Context: an optimization exercise on an open-source flow, tuned for small area and a short achievable clock period. The choices shown serve that exercise and are no tape-out recipe.
Where RTL was checked, it was by simulation tests only, not by an equivalence proof against the original.
Power and IR drop assume default switching activity.

==> inputs of v19 <==
==> flow/design.v <==
module ALU(
    output [15:0] s,
    input [15:0] a,
    input [15:0] b,
    input inv,
    input cin,
    input ar,
    input la
    );
wire [15:0] bx = b ^ {16{inv}};
wire [15:0] p = a ^ bx;
wire [15:0] g = a & bx;
wire [15:0] g1, p1, g2, p2, g3, p3, g4;
genvar i;
generate for (i = 0; i < 16; i = i + 1) begin : pf
  if (i == 0) begin
    assign g1[i] = g[0] | p[0] & cin; assign p1[i] = 1'b0;
  end else if (i == 1) begin
    assign g1[i] = g[1] | p[1] & g1[0]; assign p1[i] = 1'b0;
  end else if (i % 2 == 1) begin
    assign g1[i] = g[i] | p[i] & g[i-1]; assign p1[i] = p[i] & p[i-1];
  end else begin
    assign g1[i] = g[i]; assign p1[i] = p[i];
  end
  if (i % 4 >= 2) begin
    assign g2[i] = g1[i] | p1[i] & g1[(i/4)*4+1]; assign p2[i] = p1[i] & p1[(i/4)*4+1];
  end else begin
    assign g2[i] = g1[i]; assign p2[i] = p1[i];
  end
  if (i % 8 >= 4) begin
    assign g3[i] = g2[i] | p2[i] & g2[(i/8)*8+3]; assign p3[i] = p2[i] & p2[(i/8)*8+3];
  end else begin
    assign g3[i] = g2[i]; assign p3[i] = p2[i];
  end
  if (i >= 8) begin
    assign g4[i] = g3[i] | p3[i] & g3[7];
  end else begin
    assign g4[i] = g3[i];
  end
end endgenerate
wire [15:0] c = {g4[14:0], cin};   
assign s = la ? g : p ^ (c & {16{ar}});
endmodule
module c_aoi222(output y, input a1, a2, b1, b2, c1, c2);
assign y = ~(a1 & a2 | b1 & b2 | c1 & c2);
endmodule
module c_aoi22(output y, input a1, a2, b1, b2);
assign y = ~(a1 & a2 | b1 & b2);
endmodule
module c_nand3(output y, input a, b, c);
assign y = ~(a & b & c);
endmodule
module c_nand4(output y, input a, b, c, d);
assign y = ~(a & b & c & d);
endmodule
module c_a21o(output y, input a1, a2, b1);
assign y = a1 & a2 | b1;
endmodule
module aomux8(
    output y,
    input [7:0] s,
    input [7:0] r
    );
assign y = ~(~(s[0] & r[0] | s[1] & r[1]) & ~(s[2] & r[2] | s[3] & r[3]) &
             ~(s[4] & r[4] | s[5] & r[5]) & ~(s[6] & r[6] | s[7] & r[7]));
endmodule
module regmux8(
    output [15:0] q,
    input [7:0] sel,
    input [15:0] r0, r1, r2, r3, r4, r5, r6, r7
    );
genvar i;
generate for (i = 0; i < 16; i = i + 1) begin : sl
  aomux8 u(q[i], sel, {r7[i], r6[i], r5[i], r4[i], r3[i], r2[i], r1[i], r0[i]});
end endgenerate
endmodule
module bmux(
    output [15:0] q,
    input [7:0] sel,
    input [15:0] r0, r1, r2, r3, r4, r5, r6, r7,
    input [15:0] k,
    input [15:0] x,
    input two_n
    );
wire [15:0] t0, t1, t2;
genvar i;
generate for (i = 0; i < 16; i = i + 1) begin : sl
  c_aoi222 u0(t0[i], sel[0], r0[i], sel[1], r1[i], sel[2], r2[i]);
  c_aoi222 u1(t1[i], sel[3], r3[i], sel[4], r4[i], sel[5], r5[i]);
  c_aoi222 u2(t2[i], sel[6], r6[i], sel[7], r7[i], k[i], x[i]);
  if (i == 1) begin : two
    c_nand4 u3(q[i], t0[i], t1[i], t2[i], two_n);
  end else begin : one
    c_nand3 u3(q[i], t0[i], t1[i], t2[i]);
  end
end endgenerate
endmodule
module dbgmux(
    output [15:0] q,
    input [3:0] s,
    input [15:0] r0, r1, r2, r3, r4, r5, r6, r7, ir
    );
wire [8:0] h0, h1, h2, h3;
dbgdec dec0_(h0, s);
dbgdec dec1_(h1, s);
dbgdec dec2_(h2, s);
dbgdec dec3_(h3, s);
wire [15:0] t;
genvar i;
generate for (i = 0; i < 16; i = i + 1) begin : sl
  wire [8:0] h = i < 4 ? h0 : i < 8 ? h1 : i < 12 ? h2 : h3;
  aomux8 u0(t[i], h[7:0], {r7[i], r6[i], r5[i], r4[i], r3[i], r2[i], r1[i], r0[i]});
  c_a21o u1(q[i], h[8], ir[i], t[i]);
end endgenerate
endmodule
module dbgdec(
    output [8:0] h,
    input [3:0] s
    );
assign h[0] = s == 4'd0;
assign h[1] = s == 4'd1;
assign h[2] = s == 4'd2;
assign h[3] = s == 4'd3;
assign h[4] = s == 4'd4;
assign h[5] = s == 4'd5;
assign h[6] = s == 4'd6;
assign h[7] = s == 4'd7;
assign h[8] = s == 4'd8;
endmodule
module arm16_core(
    input clk,
    input rst,
    output [15:0] mem_addr,
    input [15:0] mem_rdata,
    input [3:0] dbg_sel,
    output [15:0] dbg,
    output exec
    );
reg ex;
reg [15:0] ir;
reg [15:0] r0, r1, r2, r3, r4, r5, r6, r7;
reg [7:0] asel;             
reg [7:0] bsel;             
reg bk_lo, bk_mid, bk_hi;   
reg inv, cin, ar, la;       
assign exec = ex;
assign mem_addr = r7;
wire [15:0] m = mem_rdata;
wire m_b = m[15:13] == 3'b110;
wire m_alui = m[15:14] == 2'b10;
wire m_a7 = m_b | (m[15:11] == 5'b11100 & m[7:4] == 4'b1111);
wire [2:0] m_asel = m_a7 ? 3'd7 : m[10:8];
wire m_breg = m[15:13] == 3'b111 & m[12:11] != 2'b00;
wire m_bk8 = m[15:14] != 2'b11;
wire m_bk4 = m[15:11] == 5'b11100;
wire [2:0] m_op = m_alui ? m[13:11] : m_b ? 3'd4 : m[6:4];
wire m_anone = m_op == 3'd0 | m_op == 3'd2;   
wire fetch_next = rst | ex;   
always @(posedge clk) begin
  ex <= ~rst & ~ex;
  if (fetch_next) begin
    asel <= 8'h80;            
    bsel <= 8'h00;
    bk_lo <= 1'b0;
    bk_mid <= 1'b0;
    bk_hi <= 1'b0;
    inv <= 1'b0;
    cin <= 1'b0;
    ar <= 1'b1;
    la <= 1'b0;
  end else begin
    asel <= m_anone ? 8'h00 : 8'h01 << m_asel;
    bsel <= m_breg ? 8'h01 << m[2:0] : 8'h00;
    bk_lo <= m_bk8 | m_b | m_bk4;
    bk_mid <= m_bk8 | m_b;
    bk_hi <= m_b;
    inv <= m_op == 3'd2 | m_op == 3'd6 | m_op == 3'd7;
    cin <= m_op == 3'd6;
    ar <= m_op[2];
    la <= m_op == 3'd1;
  end
end
wire [15:0] a;
regmux8 amux_(a, asel, r0, r1, r2, r3, r4, r5, r6, r7);
wire [15:0] b;
bmux bmux_(b, bsel, r0, r1, r2, r3, r4, r5, r6, r7,
  {{8{bk_hi}}, {4{bk_mid}}, {4{bk_lo}}}, {{8{ir[8]}}, ir[7:0]}, ex);
wire [15:0] y;
ALU alu_(y, a, b, inv, cin, ar, la);
wire [15:0] wd = rst ? 16'h0 : y;
wire [2:0] dst = ir[15:14] == 2'b10 ? ir[10:8] : 3'd7;
wire we = ex & ~rst;
always @(posedge clk) begin
  if (rst | ~ex) ir <= rst ? 16'h0 : mem_rdata;
  if (rst | we & dst == 3'd0) r0 <= wd;
  if (rst | we & dst == 3'd1) r1 <= wd;
  if (rst | we & dst == 3'd2) r2 <= wd;
  if (rst | we & dst == 3'd3) r3 <= wd;
  if (rst | we & dst == 3'd4) r4 <= wd;
  if (rst | we & dst == 3'd5) r5 <= wd;
  if (rst | we & dst == 3'd6) r6 <= wd;
  if (rst | ~ex | we & dst == 3'd7) r7 <= wd;
end
dbgmux dbg_(dbg, dbg_sel, r0, r1, r2, r3, r4, r5, r6, r7, ir);
endmodule
==> flow/flow/run.sh <==
#!/bin/bash
# Own layout flow: the standard flow (standard synthesis, ORFS steps), with
#  - port buffers of the smallest buffer cell (every port still gets one),
#  - CTS without dummy clock loads.
# Each ORFS step writes its own log under orfs/logs/; make's output goes to make_finish.log.
set -euo pipefail
cd "$(dirname "$0")/.."
export BUFFER_PORTS_ARGS="-buffer_cell sky130_fd_sc_hd__buf_1"
export CTS_ARGS="-sink_clustering_enable -repair_clock_nets -buf_list sky130_fd_sc_hd__clkbuf_8 -dont_use_dummy_load"
bash standard.sh finish > make_finish.log 2>&1
==> flow/standard.sh <==
#!/bin/bash
# synth_recipe.tcl (not shown) runs the flow's synth.tcl, then flattens the netlist and writes it again
# the make line also repeats each setting of config.mk as NAME=value (left out here)
make -C /OpenROAD-flow-scripts/flow DESIGN_CONFIG=/design/flow/config.mk WORK_HOME=/design/flow/orfs CLKGATE_MAP_FILE= SYNTH_SCRIPT=/design/flow/synth_recipe.tcl "${@:-finish}"
==> flow/config.mk <==
export PLATFORM = sky130hd
export DESIGN_NAME = arm16_core
export DESIGN_NICKNAME = arm16_core
export VERILOG_FILES = /design/flow/design.v
export SDC_FILE = /design/flow/constraint.sdc
export NUM_CORES = 4
export LEC_CHECK = 0
export CAP_MARGIN = 20
export CORE_MARGIN = 2
export CORE_UTILIZATION = 55
export CTS_BUF_LIST = sky130_fd_sc_hd__clkbuf_8
export SETUP_SLACK_MARGIN = 3.9
export SLEW_MARGIN = 20
export SYNTH_HIERARCHICAL = 1
==> flow/constraint.sdc <==
create_clock -name core_clock -period 8.5 [get_ports {clk}]
set_input_delay 1.7000 -clock core_clock [delete_from_list [all_inputs] [get_ports {clk}]]
set_output_delay 1.7000 -clock core_clock [all_outputs]
set_load 0.01 [all_outputs]
==> inputs of v30, as changes to v19 <==
--- a/flow/design.v
+++ b/flow/design.v
@@ -55,13 +55,2 @@
 endmodule
-module c_a21o(output y, input a1, a2, b1);
-assign y = a1 & a2 | b1;
-endmodule
-module aomux8(
-    output y,
-    input [7:0] s,
-    input [7:0] r
-    );
-assign y = ~(~(s[0] & r[0] | s[1] & r[1]) & ~(s[2] & r[2] | s[3] & r[3]) &
-             ~(s[4] & r[4] | s[5] & r[5]) & ~(s[6] & r[6] | s[7] & r[7]));
-endmodule
 module regmux8(
@@ -71,5 +60,9 @@
     );
+wire [15:0] t0, t1, t2;
 genvar i;
 generate for (i = 0; i < 16; i = i + 1) begin : sl
-  aomux8 u(q[i], sel, {r7[i], r6[i], r5[i], r4[i], r3[i], r2[i], r1[i], r0[i]});
+  c_aoi222 u0(t0[i], sel[0], r0[i], sel[1], r1[i], sel[2], r2[i]);
+  c_aoi222 u1(t1[i], sel[3], r3[i], sel[4], r4[i], sel[5], r5[i]);
+  c_aoi22 u2(t2[i], sel[6], r6[i], sel[7], r7[i]);
+  c_nand3 u3(q[i], t0[i], t1[i], t2[i]);
 end endgenerate
@@ -102,14 +95,7 @@
     );
-wire [8:0] h0, h1, h2, h3;
-dbgdec dec0_(h0, s);
-dbgdec dec1_(h1, s);
-dbgdec dec2_(h2, s);
-dbgdec dec3_(h3, s);
-wire [15:0] t;
-genvar i;
-generate for (i = 0; i < 16; i = i + 1) begin : sl
-  wire [8:0] h = i < 4 ? h0 : i < 8 ? h1 : i < 12 ? h2 : h3;
-  aomux8 u0(t[i], h[7:0], {r7[i], r6[i], r5[i], r4[i], r3[i], r2[i], r1[i], r0[i]});
-  c_a21o u1(q[i], h[8], ir[i], t[i]);
-end endgenerate
+wire [8:0] hl, hh;
+dbgdec decl_(hl, s);
+dbgdec dech_(hh, s);
+dbgsel sell_(q[7:0], hl, r0[7:0], r1[7:0], r2[7:0], r3[7:0], r4[7:0], r5[7:0], r6[7:0], r7[7:0], ir[7:0]);
+dbgsel selh_(q[15:8], hh, r0[15:8], r1[15:8], r2[15:8], r3[15:8], r4[15:8], r5[15:8], r6[15:8], r7[15:8], ir[15:8]);
 endmodule
@@ -128,2 +114,12 @@
 assign h[8] = s == 4'd8;
+endmodule
+module dbgsel(
+    output [7:0] q,
+    input [8:0] h,
+    input [7:0] r0, r1, r2, r3, r4, r5, r6, r7, ir
+    );
+assign q =
+  {8{h[0]}} & r0 | {8{h[1]}} & r1 | {8{h[2]}} & r2 | {8{h[3]}} & r3 |
+  {8{h[4]}} & r4 | {8{h[5]}} & r5 | {8{h[6]}} & r6 | {8{h[7]}} & r7 |
+  {8{h[8]}} & ir;
 endmodule
- CORE_UTILIZATION: 55 -> 40
- SETUP_SLACK_MARGIN: 3.9 -> 4.2
==> inputs of v39, as changes to v19 <==
--- a/flow/design.v
+++ b/flow/design.v
@@ -58,2 +58,17 @@
 endmodule
+module c_a22o(output y, input a1, a2, b1, b2);
+assign y = a1 & a2 | b1 & b2;
+endmodule
+module regnext(
+    output [15:0] d,
+    input ld,
+    input hd,
+    input [15:0] n,
+    input [15:0] q
+    );
+genvar i;
+generate for (i = 0; i < 16; i = i + 1) begin : sl
+  c_a22o u(d[i], ld, n[i], hd, q[i]);
+end endgenerate
+endmodule
 module aomux8(
@@ -97,2 +112,17 @@
 endmodule
+module c_inv(output y, input a);
+assign y = ~a;
+endmodule
+module c_nand2(output y, input a, b);
+assign y = ~(a & b);
+endmodule
+module c_nor2(output y, input a, b);
+assign y = ~(a | b);
+endmodule
+module c_aoi22n(output y, input a1, a2, b1, b2, c1, c2, d1, d2);
+assign y = ~(~(a1 & a2 | b1 & b2) & ~(c1 & c2 | d1 & d2));
+endmodule
+module c_a211o(output y, input a1, a2, b1, c1);
+assign y = a1 & a2 | b1 | c1;
+endmodule
 module dbgmux(
@@ -102,7 +132,22 @@
     );
-wire [8:0] h0, h1, h2, h3;
-dbgdec dec0_(h0, s);
-dbgdec dec1_(h1, s);
-dbgdec dec2_(h2, s);
-dbgdec dec3_(h3, s);
+wire [3:0] sn;
+c_inv i0_(sn[0], s[0]);
+c_inv i1_(sn[1], s[1]);
+c_inv i2_(sn[2], s[2]);
+c_inv i3_(sn[3], s[3]);
+wire [3:0] lo_n;   
+wire [2:0] hi_n;   
+c_nand2 l0_(lo_n[0], sn[1], sn[0]);
+c_nand2 l1_(lo_n[1], sn[1], s[0]);
+c_nand2 l2_(lo_n[2], s[1], sn[0]);
+c_nand2 l3_(lo_n[3], s[1], s[0]);
+c_nand2 h0_(hi_n[0], sn[3], sn[2]);
+c_nand2 h1_(hi_n[1], sn[3], s[2]);
+c_nand2 h2_(hi_n[2], s[3], sn[2]);
+wire [8:0] hl, hh;   
+genvar j;
+generate for (j = 0; j < 9; j = j + 1) begin : dec
+  c_nor2 ul(hl[j], lo_n[j % 4], hi_n[j / 4]);
+  c_nor2 uh(hh[j], lo_n[j % 4], hi_n[j / 4]);
+end endgenerate
 wire [15:0] t;
@@ -110,20 +155,8 @@
 generate for (i = 0; i < 16; i = i + 1) begin : sl
-  wire [8:0] h = i < 4 ? h0 : i < 8 ? h1 : i < 12 ? h2 : h3;
-  aomux8 u0(t[i], h[7:0], {r7[i], r6[i], r5[i], r4[i], r3[i], r2[i], r1[i], r0[i]});
-  c_a21o u1(q[i], h[8], ir[i], t[i]);
-end endgenerate
-endmodule
-module dbgdec(
-    output [8:0] h,
-    input [3:0] s
-    );
-assign h[0] = s == 4'd0;
-assign h[1] = s == 4'd1;
-assign h[2] = s == 4'd2;
-assign h[3] = s == 4'd3;
-assign h[4] = s == 4'd4;
-assign h[5] = s == 4'd5;
-assign h[6] = s == 4'd6;
-assign h[7] = s == 4'd7;
-assign h[8] = s == 4'd8;
+  wire [8:0] h = i < 8 ? hl : hh;
+  wire u, v;
+  c_aoi22n u0(u, h[0], r0[i], h[1], r1[i], h[2], r2[i], h[3], r3[i]);
+  c_aoi22n u1(v, h[4], r4[i], h[5], r5[i], h[6], r6[i], h[7], r7[i]);
+  c_a211o u2(q[i], h[8], ir[i], u, v);
+end endgenerate
 endmodule
@@ -189,15 +222,28 @@
 ALU alu_(y, a, b, inv, cin, ar, la);
-wire [15:0] wd = rst ? 16'h0 : y;
 wire [2:0] dst = ir[15:14] == 2'b10 ? ir[10:8] : 3'd7;
-wire we = ex & ~rst;
+wire [7:0] wsel = 8'h01 << dst;
+wire [7:0] ld = {8{~rst}} & ({8{ex}} & wsel | {~ex, 7'd0});
+wire [7:0] hd = {8{~rst}} & ~({8{ex}} & wsel | {~ex, 7'd0});
+wire ld_ir = ~rst & ~ex;
+wire hd_ir = ~rst & ex;
+wire [15:0] d0, d1, d2, d3, d4, d5, d6, d7, d_ir;
+regnext n0_(d0, ld[0], hd[0], y, r0);
+regnext n1_(d1, ld[1], hd[1], y, r1);
+regnext n2_(d2, ld[2], hd[2], y, r2);
+regnext n3_(d3, ld[3], hd[3], y, r3);
+regnext n4_(d4, ld[4], hd[4], y, r4);
+regnext n5_(d5, ld[5], hd[5], y, r5);
+regnext n6_(d6, ld[6], hd[6], y, r6);
+regnext n7_(d7, ld[7], hd[7], y, r7);
+regnext nir_(d_ir, ld_ir, hd_ir, mem_rdata, ir);
 always @(posedge clk) begin
-  if (rst | ~ex) ir <= rst ? 16'h0 : mem_rdata;
-  if (rst | we & dst == 3'd0) r0 <= wd;
-  if (rst | we & dst == 3'd1) r1 <= wd;
-  if (rst | we & dst == 3'd2) r2 <= wd;
-  if (rst | we & dst == 3'd3) r3 <= wd;
-  if (rst | we & dst == 3'd4) r4 <= wd;
-  if (rst | we & dst == 3'd5) r5 <= wd;
-  if (rst | we & dst == 3'd6) r6 <= wd;
-  if (rst | ~ex | we & dst == 3'd7) r7 <= wd;
+  ir <= d_ir;
+  r0 <= d0;
+  r1 <= d1;
+  r2 <= d2;
+  r3 <= d3;
+  r4 <= d4;
+  r5 <= d5;
+  r6 <= d6;
+  r7 <= d7;
 end
- SETUP_SLACK_MARGIN: 3.9 -> 4.2
==> run summary <==
quantity                                                                                 v19             v39             v30
Result of the run                                                             finished clean  finished clean  finished clean
Fin Clk Skew                                                                       0.0384 ns       0.0393 ns       0.0270 ns
Placement row count                                                                       45              44              53
Number of design-rule violations left by the first detailed-router iteration           2,193           2,157           1,840
Fraction of final layout cells with drive strength greater than 1                      22.2%           17.0%           19.6%
Portion of the layout cell area used by clock cells                                    2.17%           2.40%           2.31%
Measured slew at the worst slew-check pin                                            1.20 ns         1.29 ns         1.17 ns
Count of multi-input combinational gates                                                 505             634             457
Biggest cell delay along the critical path                                           0.29 ns         0.27 ns         0.35 ns
Worst slew margin                                                                      19.9%           14.2%           22.1%
Initial core utilization                                                               56.6%           56.2%           40.9%
Switching power share of the total                                                     31.7%           30.4%           30.5%
Number of instances in the synthesized netlist                                           697             826             670
Total die area                                                                  0.0168 sq mm    0.0158 sq mm    0.0228 sq mm
Placed instance area                                                           0.00921 sq mm   0.00870 sq mm   0.00922 sq mm
Total power draw                                                                   0.00206 W       0.00153 W       0.00199 W
Function not checked in v19: the RTL went through the layout flow alone.

## what the ideal ports hide
How much do the figures lean on ideal ports? The routed layouts below were timed once more, with nothing changed but the port constraints.
Step 1, drivers: a clkbuf_16 drives clk and a buf_2 each remaining input, both assumed.
Step 2, shift: input delay + t, output delay - t, t = (earliest + latest rising clock arrival at the registers) / 2. This alone moves slack from input paths to output paths.
Three values: ideal ports, drivers, drivers and shift; two values: the first two.
run	t, ns	setup slack, ns	worst slew at a driven data input, ns
v19	0.499	3.842 / 3.775 / 3.775	0.09
v30	0.492	3.966 / 3.724 / 3.724	0.29
v39	0.498	3.866 / 3.816 / 3.816	0.06
After both steps setup and hold are still met in every run listed. The setup slack of v30, which loses most, moves by -0.242 ns with the drivers and by -0.242 ns with both steps.
